Background: an optimization exercise with open tools, aiming at small area. Do not read the settings as production practice. Function was checked by simulation only, so behaviour that the tests miss may differ from the original. The clock input has no modelled driver; a real chip could not lean on it and would need a root buffer or a full tree. No activity file was given, so power comes from the tool's default toggle rates.

==> flow/design.v (excerpt) <==
module TopModule(
    input wire clk,
    input wire reset,
    input wire entry_sensor,
    input wire exit_sensor,
    input wire [1:0] exit_location,  
    output reg door_status_light,    
    output reg lot_full_light,       
    output wire [3:0] parking_state,
    output wire [7:0] seg_out,
    output wire [4:0] anode,
    input wire echo,
    output trig
);
Size in the first run: ~260 cells after synthesis, about 110 flip-flops, ~27 I/O pins, about 3600 µm² of cells after synthesis.
Settings: LEC_CHECK=0, CAP_MARGIN=5, CORE_MARGIN=2, CORE_UTILIZATION=40, SLEW_MARGIN=5; clock period 10.0 ns.
standard.sh (not shown) runs the stock make flow with config.mk's settings and CLKGATE_MAP_FILE= SYNTH_SCRIPT=/design/flow/synth_recipe.tcl, a recipe that flattens the netlist after the stock synthesis.
==> flow/flow/run.sh <==
#!/bin/bash
set -euo pipefail
export BUFFER_PORTS_ARGS="-buffer_cell sky130_fd_sc_hd__buf_1"
export CTS_ARGS="-sink_clustering_enable -repair_clock_nets -dont_use_dummy_load"
export POST_FLOORPLAN_TCL="$(pwd)/flow/downsize.tcl"
bash standard.sh finish > standard_flow.log 2>&1
==> flow/flow/downsize.tcl <==
# Swap every logic cell the synthesis sized up for its smallest drive-strength
# variant (same function and pins); the placement's repair_design sizes up
# again wherever slew, capacitance or timing needs it. Taps, fills and clock
# buffers are left alone.
set db [ord::get_db]
set block [[$db getChip] getBlock]
set dont_use [split $::env(DONT_USE_CELLS)]
set swapped 0
set saved 0
foreach inst [$block getInsts] {
  set m [$inst getMaster]
  set name [$m getName]
  if {![regexp {^(sky130_fd_sc_hd__[a-z0-9]+)_([0-9]+)$} $name -> base drv]} { continue }
  if {[regexp {tap|fill|decap|clkbuf|clkinv|clkdly|diode|conb} $base]} { continue }
  set best ""
  set bestw [$m getWidth]
  foreach d {0 1 2 4} {
    set cname ${base}_$d
    if {$cname eq $name} { continue }
    set cand [$db findMaster $cname]
    if {$cand eq "NULL" || $cand eq ""} { continue }
    set bad 0
    foreach pat $dont_use { if {$pat ne "" && [string match $pat $cname]} { set bad 1 } }
    if {$bad} { continue }
    if {[$cand getWidth] < $bestw} { set best $cand; set bestw [$cand getWidth] }
  }
  if {$best ne ""} {
    puts "downsize: [$inst getName] $name -> [$best getName]"
    incr saved [expr {[$m getWidth] - $bestw}]
    $inst swapMaster $best
    incr swapped
  }
}
puts "downsize: swapped $swapped cells, [expr {$saved / 1000.0}] um of row width saved"
Then changed:
Settings changed: CAP_MARGIN 5 to 20, SLEW_MARGIN 5 to 20.
What happened:
- wire length is unchanged
- via count does not change
- setup slack is about the same
- hold slack stays the same
- power barely changes
- non-clock buffer count stays the same
- global-route usage stays the same
- design area is about the same
- cell count does not change
Then changed:
Settings changed: CORE_UTILIZATION 40 to 60.
Result:
- global-route usage grows by 6.3 points
- clock power stays flat
- area after synthesis is unchanged
- synthesized cell count stays the same
- total power hardly moves
- worst setup slack degrades by 0.075 ns
- wire length grows by about 4%
- register-to-register slack degrades by 0.04 ns
- via count grows by 1.7%
- hold slack degrades by 0.020 ns
- clock-buffer cell count is unchanged
Then changed:
Settings changed: CAP_MARGIN 20 to 0, CORE_UTILIZATION 60 to 40, SLEW_MARGIN 20 to 0.
Power is about the same.
Global-route usage is lower by 6.3 points.
Count of clock-buffer cells in the layout does not change.
Utilization is lower by 21 points.
Synthesized cell count stays the same.
Synthesized area stays the same.
Critical path depth does not change.
Non-clock buffer count stays the same.
First-iteration DRC count is lower by 46%.

---

TopModule again, from the RTL that the note above started with.
clock: 10.0 ns
lec_check: 0
cap_margin: 0
core_margin: 2
core_utilization: 40
slew_margin: 0
==> flow/flow/run.sh <==
#!/bin/bash
set -euo pipefail
export BUFFER_PORTS_ARGS="-buffer_cell sky130_fd_sc_hd__buf_1"
export CTS_ARGS="-sink_clustering_enable -repair_clock_nets -dont_use_dummy_load"
export POST_CTS_TCL="$(pwd)/flow/clocktree.tcl"
export FLOW_CLK_GROUPS=3
export POST_FLOORPLAN_TCL="$(pwd)/flow/restructure.tcl"
bash standard.sh finish > standard_flow.log 2>&1
==> flow/flow/clocktree.tcl <==
# Replace the clock tree that clock tree synthesis built with a flatter one:
# the register clock pins are split by position into FLOW_CLK_GROUPS groups,
# each driven by one clkbuf_16 placed at the group's centre; the clock port
# feeds only these buffers. Every register keeps the same buffer depth (one),
# so no register's clock is delayed on purpose against the others.
set db [ord::get_db]
set block [[$db getChip] getBlock]
set k $::env(FLOW_CLK_GROUPS)
set clk [$block findNet clk]
set master [$db findMaster sky130_fd_sc_hd__clkbuf_16]
# the buffers and nets clock tree synthesis made
set cts_insts {}
foreach inst [$block getInsts] {
  if {[regexp {^clkbuf_[0-9]+_[0-9_]*(_f_)?clk$} [$inst getName]]} { lappend cts_insts $inst }
}
set nets [list $clk]
foreach n [$block getNets] { if {[string match clknet_* [$n getName]]} { lappend nets $n } }
set sinks {}
foreach n $nets {
  foreach it [$n getITerms] {
    set inst [$it getInst]
    if {[lsearch -exact $cts_insts $inst] >= 0} { continue }
    set loc [$inst getLocation]
    lappend sinks [list [lindex $loc 0] [lindex $loc 1] $it]
  }
}
puts "clocktree: removing [llength $cts_insts] clock tree buffers, [llength $sinks] sinks"
foreach inst $cts_insts {
  foreach it [$inst getITerms] { if {[$it getNet] ne "NULL"} { $it disconnect } }
  odb::dbInst_destroy $inst
}
foreach s $sinks { [lindex $s 2] disconnect }
foreach n $nets { if {$n ne $clk} { odb::dbNet_destroy $n } }
set sorted [lsort -integer -index 0 $sinks]
set n [llength $sorted]
for {set g 0} {$g < $k} {incr g} {
  set grp [lrange $sorted [expr {$g * $n / $k}] [expr {($g + 1) * $n / $k - 1}]]
  set sx 0; set sy 0
  foreach s $grp { incr sx [lindex $s 0]; incr sy [lindex $s 1] }
  set cx [expr {$sx / [llength $grp]}]; set cy [expr {$sy / [llength $grp]}]
  set bnet [odb::dbNet_create $block "clknet_grp$g"]
  $bnet setSigType CLOCK
  set buf [odb::dbInst_create $block $master "clkbuf_grp$g"]
  $buf setLocation $cx $cy
  $buf setPlacementStatus PLACED
  [$buf findITerm A] connect $clk
  [$buf findITerm X] connect $bnet
  foreach s $grp { [lindex $s 2] connect $bnet }
  puts "clocktree: group $g, [llength $grp] sinks, buffer at $cx $cy"
}
detailed_placement
check_placement -verbose
estimate_parasitics -placement
report_clock_skew
report_check_types -max_slew -max_capacitance -violators
==> flow/flow/downsize.tcl <==
# Swap every logic cell the synthesis sized up for its smallest drive-strength
# variant (same function and pins); the placement's repair_design sizes up
# again wherever slew, capacitance or timing needs it. Taps, fills and clock
# buffers are left alone.
set db [ord::get_db]
set block [[$db getChip] getBlock]
set dont_use [split $::env(DONT_USE_CELLS)]
set swapped 0
set saved 0
foreach inst [$block getInsts] {
  set m [$inst getMaster]
  set name [$m getName]
  if {![regexp {^(sky130_fd_sc_hd__[a-z0-9]+)_([0-9]+)$} $name -> base drv]} { continue }
  if {[regexp {tap|fill|decap|clkbuf|clkinv|clkdly|diode|conb} $base]} { continue }
  set best ""
  set bestw [$m getWidth]
  foreach d {0 1 2 4} {
    set cname ${base}_$d
    if {$cname eq $name} { continue }
    set cand [$db findMaster $cname]
    if {$cand eq "NULL" || $cand eq ""} { continue }
    set bad 0
    foreach pat $dont_use { if {$pat ne "" && [string match $pat $cname]} { set bad 1 } }
    if {$bad} { continue }
    if {[$cand getWidth] < $bestw} { set best $cand; set bestw [$cand getWidth] }
  }
  if {$best ne ""} {
    puts "downsize: [$inst getName] $name -> [$best getName]"
    incr saved [expr {[$m getWidth] - $bestw}]
    $inst swapMaster $best
    incr swapped
  }
}
puts "downsize: swapped $swapped cells, [expr {$saved / 1000.0}] um of row width saved"

# A half adder whose SUM output drives nothing computes only COUT = A & B:
# replace it with an and2 (and one whose COUT drives nothing with an xor2).
proc my_net_unused {net} {
  if {$net eq "NULL" || $net eq ""} { return 1 }
  return [expr {[llength [$net getITerms]] <= 1 && [llength [$net getBTerms]] == 0}]
}
set and2 [$db findMaster sky130_fd_sc_hd__and2_1]
set xor2 [$db findMaster sky130_fd_sc_hd__xor2_1]
set nha 0
foreach inst [$block getInsts] {
  if {[[$inst getMaster] getName] ne "sky130_fd_sc_hd__ha_1"} { continue }
  set a [[$inst findITerm A] getNet]
  set b [[$inst findITerm B] getNet]
  set s [[$inst findITerm SUM] getNet]
  set c [[$inst findITerm COUT] getNet]
  if {[my_net_unused $s]} {
    set out $c; set m $and2
  } elseif {[my_net_unused $c]} {
    set out $s; set m $xor2
  } else { continue }
  set name [$inst getName]
  foreach t [$inst getITerms] { if {[$t getNet] ne "NULL"} { $t disconnect } }
  foreach n [list $s $c] { if {$n ne "NULL" && $n ne "" && $n ne $out && [llength [$n getITerms]] == 0 && [llength [$n getBTerms]] == 0} { odb::dbNet_destroy $n } }
  odb::dbInst_destroy $inst
  set new [odb::dbInst_create $block $m $name]
  [$new findITerm A] connect $a
  [$new findITerm B] connect $b
  [$new findITerm X] connect $out
  puts "downsize: half adder $name -> [$m getName]"
  incr nha
}
puts "downsize: replaced $nha half adders"
==> flow/flow/restructure.tcl <==
# Re-map the combinational logic for area with OpenROAD's ABC-based restructure,
# on a copy of the liberty file without the platform's don't-use cells, then
# run downsize.tcl.
set here [file dirname [info script]]
set lib [lindex $::env(LIB_FILES) 0]
set wd $::env(OBJECTS_DIR)/restructure
file mkdir $wd
set flib $wd/restructure.lib
exec python3 $here/libfilter.py $lib $flib {*}$::env(DONT_USE_CELLS) >@ stdout
set lo [join $::env(TIELO_CELL_AND_PORT) "/"]
set hi [join $::env(TIEHI_CELL_AND_PORT) "/"]
set_dont_use $::env(DONT_USE_CELLS)
log_cmd restructure -target area -liberty_file $flib -tielo_port $lo -tiehi_port $hi -work_dir $wd -abc_logfile $wd/abc.log
source $here/downsize.tcl
Other scripts of this flow, unchanged in this note and not shown: flow/flow/libfilter.py
The starting point produced a clean layout.
Then changed:
--- a/flow/flow/clocktree.tcl
+++ b/flow/flow/clocktree.tcl
@@ -10 +10 @@
-set master [$db findMaster sky130_fd_sc_hd__clkbuf_16]
+set master [$db findMaster [expr {[info exists ::env(FLOW_CLK_CELL)] ? $::env(FLOW_CLK_CELL) : "sky130_fd_sc_hd__clkbuf_16"}]]
@@ -34,4 +34,12 @@
-set sorted [lsort -integer -index 0 $sinks]
-set n [llength $sorted]
-for {set g 0} {$g < $k} {incr g} {
-  set grp [lrange $sorted [expr {$g * $n / $k}] [expr {($g + 1) * $n / $k - 1}]]
+# recursive bisection of the sinks, alternately by x and by y, into k groups
+proc my_bisect {items k axis} {
+  if {$k <= 1} { return [list $items] }
+  set sorted [lsort -integer -index $axis $items]
+  set k1 [expr {$k / 2}]
+  set cut [expr {[llength $sorted] * $k1 / $k}]
+  set other [expr {1 - $axis}]
+  return [concat [my_bisect [lrange $sorted 0 [expr {$cut - 1}]] $k1 $other] \
+                 [my_bisect [lrange $sorted $cut end] [expr {$k - $k1}] $other]]
+}
+set g 0
+foreach grp [my_bisect $sinks $k 0] {
@@ -49,0 +58 @@
+  incr g
--- a/flow/flow/downsize.tcl
+++ b/flow/flow/downsize.tcl
@@ -67,0 +68,38 @@
+
+# Tie cells: constant nets that drive no port share one conb_1; the other
+# tie cells feeding only such nets are removed.
+proc my_tie_internal {t} {
+  foreach it [$t getITerms] {
+    set n [$it getNet]
+    if {$n ne "NULL" && $n ne "" && [llength [$n getBTerms]] > 0} { return 0 }
+  }
+  return 1
+}
+set ties {}
+foreach inst [$block getInsts] {
+  if {[[$inst getMaster] getName] eq "sky130_fd_sc_hd__conb_1" && [my_tie_internal $inst]} { lappend ties $inst }
+}
+if {[llength $ties] > 1} {
+  set keep [lindex $ties 0]
+  foreach port {LO HI} {
+    set kt [$keep findITerm $port]
+    foreach t [lrange $ties 1 end] {
+      set net [[$t findITerm $port] getNet]
+      if {$net eq "NULL" || $net eq ""} { continue }
+      set knet [$kt getNet]
+      if {$knet eq "NULL" || $knet eq ""} {
+        [$t findITerm $port] disconnect
+        $kt connect $net
+        continue
+      }
+      foreach it [$net getITerms] { if {[$it getInst] ne $t} { $it disconnect; $it connect $knet } }
+      [$t findITerm $port] disconnect
+      odb::dbNet_destroy $net
+    }
+  }
+  foreach t [lrange $ties 1 end] {
+    foreach it [$t getITerms] { if {[$it getNet] ne "NULL"} { $it disconnect } }
+    odb::dbInst_destroy $t
+  }
+  puts "downsize: merged [llength $ties] internal tie cells into one"
+}
--- a/flow/flow/restructure.tcl
+++ b/flow/flow/restructure.tcl
@@ -13 +13 @@
-log_cmd restructure -target area -liberty_file $flib -tielo_port $lo -tiehi_port $hi -work_dir $wd -abc_logfile $wd/abc.log
+log_cmd restructure -target area -depth_threshold 4 -liberty_file $flib -tielo_port $lo -tiehi_port $hi -work_dir $wd -abc_logfile $wd/abc.log
- ABC_AREA: default -> 1
Area after synthesis increases by about 5%. Fmax grows by 4.2%. Worst setup slack improved by 0.18 ns.
Then changed:
--- a/flow/flow/run.sh
+++ b/flow/flow/run.sh
@@ -6 +6 @@
-export FLOW_CLK_GROUPS=3
+export FLOW_CLK_GROUPS=4
--- a/flow/flow/clocktree.tcl
+++ b/flow/flow/clocktree.tcl
@@ -10 +10 @@
-set master [$db findMaster [expr {[info exists ::env(FLOW_CLK_CELL)] ? $::env(FLOW_CLK_CELL) : "sky130_fd_sc_hd__clkbuf_16"}]]
+set master [$db findMaster sky130_fd_sc_hd__clkbuf_16]
--- a/flow/flow/downsize.tcl
+++ b/flow/flow/downsize.tcl
@@ -68,38 +67,0 @@
-
-# Tie cells: constant nets that drive no port share one conb_1; the other
-# tie cells feeding only such nets are removed.
-proc my_tie_internal {t} {
-  foreach it [$t getITerms] {
-    set n [$it getNet]
-    if {$n ne "NULL" && $n ne "" && [llength [$n getBTerms]] > 0} { return 0 }
-  }
-  return 1
-}
-set ties {}
-foreach inst [$block getInsts] {
-  if {[[$inst getMaster] getName] eq "sky130_fd_sc_hd__conb_1" && [my_tie_internal $inst]} { lappend ties $inst }
-}
-if {[llength $ties] > 1} {
-  set keep [lindex $ties 0]
-  foreach port {LO HI} {
-    set kt [$keep findITerm $port]
-    foreach t [lrange $ties 1 end] {
-      set net [[$t findITerm $port] getNet]
-      if {$net eq "NULL" || $net eq ""} { continue }
-      set knet [$kt getNet]
-      if {$knet eq "NULL" || $knet eq ""} {
-        [$t findITerm $port] disconnect
-        $kt connect $net
-        continue
-      }
-      foreach it [$net getITerms] { if {[$it getInst] ne $t} { $it disconnect; $it connect $knet } }
-      [$t findITerm $port] disconnect
-      odb::dbNet_destroy $net
-    }
-  }
-  foreach t [lrange $ties 1 end] {
-    foreach it [$t getITerms] { if {[$it getNet] ne "NULL"} { $it disconnect } }
-    odb::dbInst_destroy $t
-  }
-  puts "downsize: merged [llength $ties] internal tie cells into one"
-}
--- a/flow/flow/restructure.tcl
+++ b/flow/flow/restructure.tcl
@@ -13 +13 @@
-log_cmd restructure -target area -depth_threshold 4 -liberty_file $flib -tielo_port $lo -tiehi_port $hi -work_dir $wd -abc_logfile $wd/abc.log
+log_cmd restructure -target area -liberty_file $flib -tielo_port $lo -tiehi_port $hi -work_dir $wd -abc_logfile $wd/abc.log
- ABC_AREA: 1 -> default
Result: Hold slack is worse by 0.0091 ns. Area after synthesis shrinks by 4.6%. Power grows by 3.2%. Design area grows by 0.98%. Clock skew shrinks by 0.0053 ns. Combinational power grows by 53%. Setup slack is worse by 0.15 ns. Sequential power hardly moves. Cell count shrinks by 2.9%. Synthesized cell count shrinks by 30%.
Then changed:
--- a/flow/flow/run.sh
+++ b/flow/flow/run.sh
@@ -6 +6 @@
-export FLOW_CLK_GROUPS=4
+export FLOW_CLK_GROUPS=3
--- a/flow/flow/clocktree.tcl
+++ b/flow/flow/clocktree.tcl
@@ -10 +10 @@
-set master [$db findMaster sky130_fd_sc_hd__clkbuf_16]
+set master [$db findMaster [expr {[info exists ::env(FLOW_CLK_CELL)] ? $::env(FLOW_CLK_CELL) : "sky130_fd_sc_hd__clkbuf_16"}]]
--- a/flow/flow/downsize.tcl
+++ b/flow/flow/downsize.tcl
@@ -67,0 +68,38 @@
+
+# Tie cells: constant nets that drive no port share one conb_1; the other
+# tie cells feeding only such nets are removed.
+proc my_tie_internal {t} {
+  foreach it [$t getITerms] {
+    set n [$it getNet]
+    if {$n ne "NULL" && $n ne "" && [llength [$n getBTerms]] > 0} { return 0 }
+  }
+  return 1
+}
+set ties {}
+foreach inst [$block getInsts] {
+  if {[[$inst getMaster] getName] eq "sky130_fd_sc_hd__conb_1" && [my_tie_internal $inst]} { lappend ties $inst }
+}
+if {[llength $ties] > 1} {
+  set keep [lindex $ties 0]
+  foreach port {LO HI} {
+    set kt [$keep findITerm $port]
+    foreach t [lrange $ties 1 end] {
+      set net [[$t findITerm $port] getNet]
+      if {$net eq "NULL" || $net eq ""} { continue }
+      set knet [$kt getNet]
+      if {$knet eq "NULL" || $knet eq ""} {
+        [$t findITerm $port] disconnect
+        $kt connect $net
+        continue
+      }
+      foreach it [$net getITerms] { if {[$it getInst] ne $t} { $it disconnect; $it connect $knet } }
+      [$t findITerm $port] disconnect
+      odb::dbNet_destroy $net
+    }
+  }
+  foreach t [lrange $ties 1 end] {
+    foreach it [$t getITerms] { if {[$it getNet] ne "NULL"} { $it disconnect } }
+    odb::dbInst_destroy $t
+  }
+  puts "downsize: merged [llength $ties] internal tie cells into one"
+}
- ABC_AREA: default -> 1
- CORE_UTILIZATION: 40 -> 70
- PLACE_DENSITY: default -> 0.9
Effect: The changed run passed the timing, DRC and antenna checks. Die area drops by 39%. Setup slack gains 0.12 ns. Power falls by 4.2%. Design area goes down by 3.0%. Maximum frequency is higher by 2.7%.
Then changed:
--- a/flow/flow/clocktree.tcl
+++ b/flow/flow/clocktree.tcl
@@ -10 +10 @@
-set master [$db findMaster [expr {[info exists ::env(FLOW_CLK_CELL)] ? $::env(FLOW_CLK_CELL) : "sky130_fd_sc_hd__clkbuf_16"}]]
+set master [$db findMaster sky130_fd_sc_hd__clkbuf_16]
--- a/flow/flow/downsize.tcl
+++ b/flow/flow/downsize.tcl
@@ -68,38 +67,0 @@
-
-# Tie cells: constant nets that drive no port share one conb_1; the other
-# tie cells feeding only such nets are removed.
-proc my_tie_internal {t} {
-  foreach it [$t getITerms] {
-    set n [$it getNet]
-    if {$n ne "NULL" && $n ne "" && [llength [$n getBTerms]] > 0} { return 0 }
-  }
-  return 1
-}
-set ties {}
-foreach inst [$block getInsts] {
-  if {[[$inst getMaster] getName] eq "sky130_fd_sc_hd__conb_1" && [my_tie_internal $inst]} { lappend ties $inst }
-}
-if {[llength $ties] > 1} {
-  set keep [lindex $ties 0]
-  foreach port {LO HI} {
-    set kt [$keep findITerm $port]
-    foreach t [lrange $ties 1 end] {
-      set net [[$t findITerm $port] getNet]
-      if {$net eq "NULL" || $net eq ""} { continue }
-      set knet [$kt getNet]
-      if {$knet eq "NULL" || $knet eq ""} {
-        [$t findITerm $port] disconnect
-        $kt connect $net
-        continue
-      }
-      foreach it [$net getITerms] { if {[$it getInst] ne $t} { $it disconnect; $it connect $knet } }
-      [$t findITerm $port] disconnect
-      odb::dbNet_destroy $net
-    }
-  }
-  foreach t [lrange $ties 1 end] {
-    foreach it [$t getITerms] { if {[$it getNet] ne "NULL"} { $it disconnect } }
-    odb::dbInst_destroy $t
-  }
-  puts "downsize: merged [llength $ties] internal tie cells into one"
-}
- ABC_AREA: 1 -> default
- CORE_UTILIZATION: 70 -> 40
- PLACE_DENSITY: 0.9 -> default
What happened:
- global-route usage fell by 8.6 points
- die area grows by well over a third
- wire length is lower by a little under a tenth
- clock skew went down by 0.0075 ns
- critical path depth is lower by 1
- cell area increases by a few percent
- via count goes down by a few percent
- flip-flop and latch count stays the same
- synthesized cell count shrinks by a quarter to a third
- total power grows slightly
No run of this note takes its clock network from TritonCTS; it comes from the design's own scripts or RTL.

[afterwards: timing with drivers on the ports]
The results above use ideal ports. As a check the final layouts listed here were re-extracted and re-timed, cells and wires unchanged.
Step 1: set_driving_cell puts a clkbuf_16 on clk and a buf_2 on each other input, an assumption about the parent block.
Step 2, shift: input delay + t, output delay - t, t = (earliest + latest rising clock arrival at the registers) / 2. This alone moves slack from input paths to output paths.
Slacks: ideal / step 1 / step 2; pairs: ideal / step 1.
| run | t (ns) | setup slack, ns | latest minus earliest clock arrival (ns) | slew at the worst register clock pin (ns) | worst data-port slew with drivers (ns) |
|---|---|---|---|---|---|
| the first run of note 1 | 0.368 | 5.808 / 5.777 / 6.145 | 0.019 / 0.020 | 0.09 / 0.09 | 0.03 |
| the second run of note 1 | 0.368 | 5.808 / 5.777 / 6.145 | 0.019 / 0.020 | 0.09 / 0.09 | 0.03 |
| the third run of note 1 | 0.365 | 5.734 / 5.707 / 6.072 | 0.029 / 0.029 | 0.09 / 0.09 | 0.03 |
| the fourth run of note 1 | 0.368 | 5.808 / 5.777 / 6.145 | 0.019 / 0.020 | 0.09 / 0.09 | 0.03 |
| the first run of note 2 | 0.226 | 5.507 / 5.451 / 5.676 | 0.009 / 0.009 | 0.12 / 0.12 | 0.03 |
| the second run of note 2 | 0.236 | 5.688 / 5.627 / 5.863 | 0.014 / 0.014 | 0.12 / 0.12 | 0.03 |
| the third run of note 2 | 0.222 | 5.542 / 5.472 / 5.694 | 0.008 / 0.008 | 0.09 / 0.09 | 0.03 |
| the fourth run of note 2 | 0.231 | 5.657 / 5.594 / 5.826 | 0.014 / 0.015 | 0.12 / 0.12 | 0.03 |
| the fifth run of note 2 | 0.230 | 5.533 / 5.474 / 5.704 | 0.008 / 0.008 | 0.11 / 0.11 | 0.03 |
After both steps every run listed still meets setup and hold.
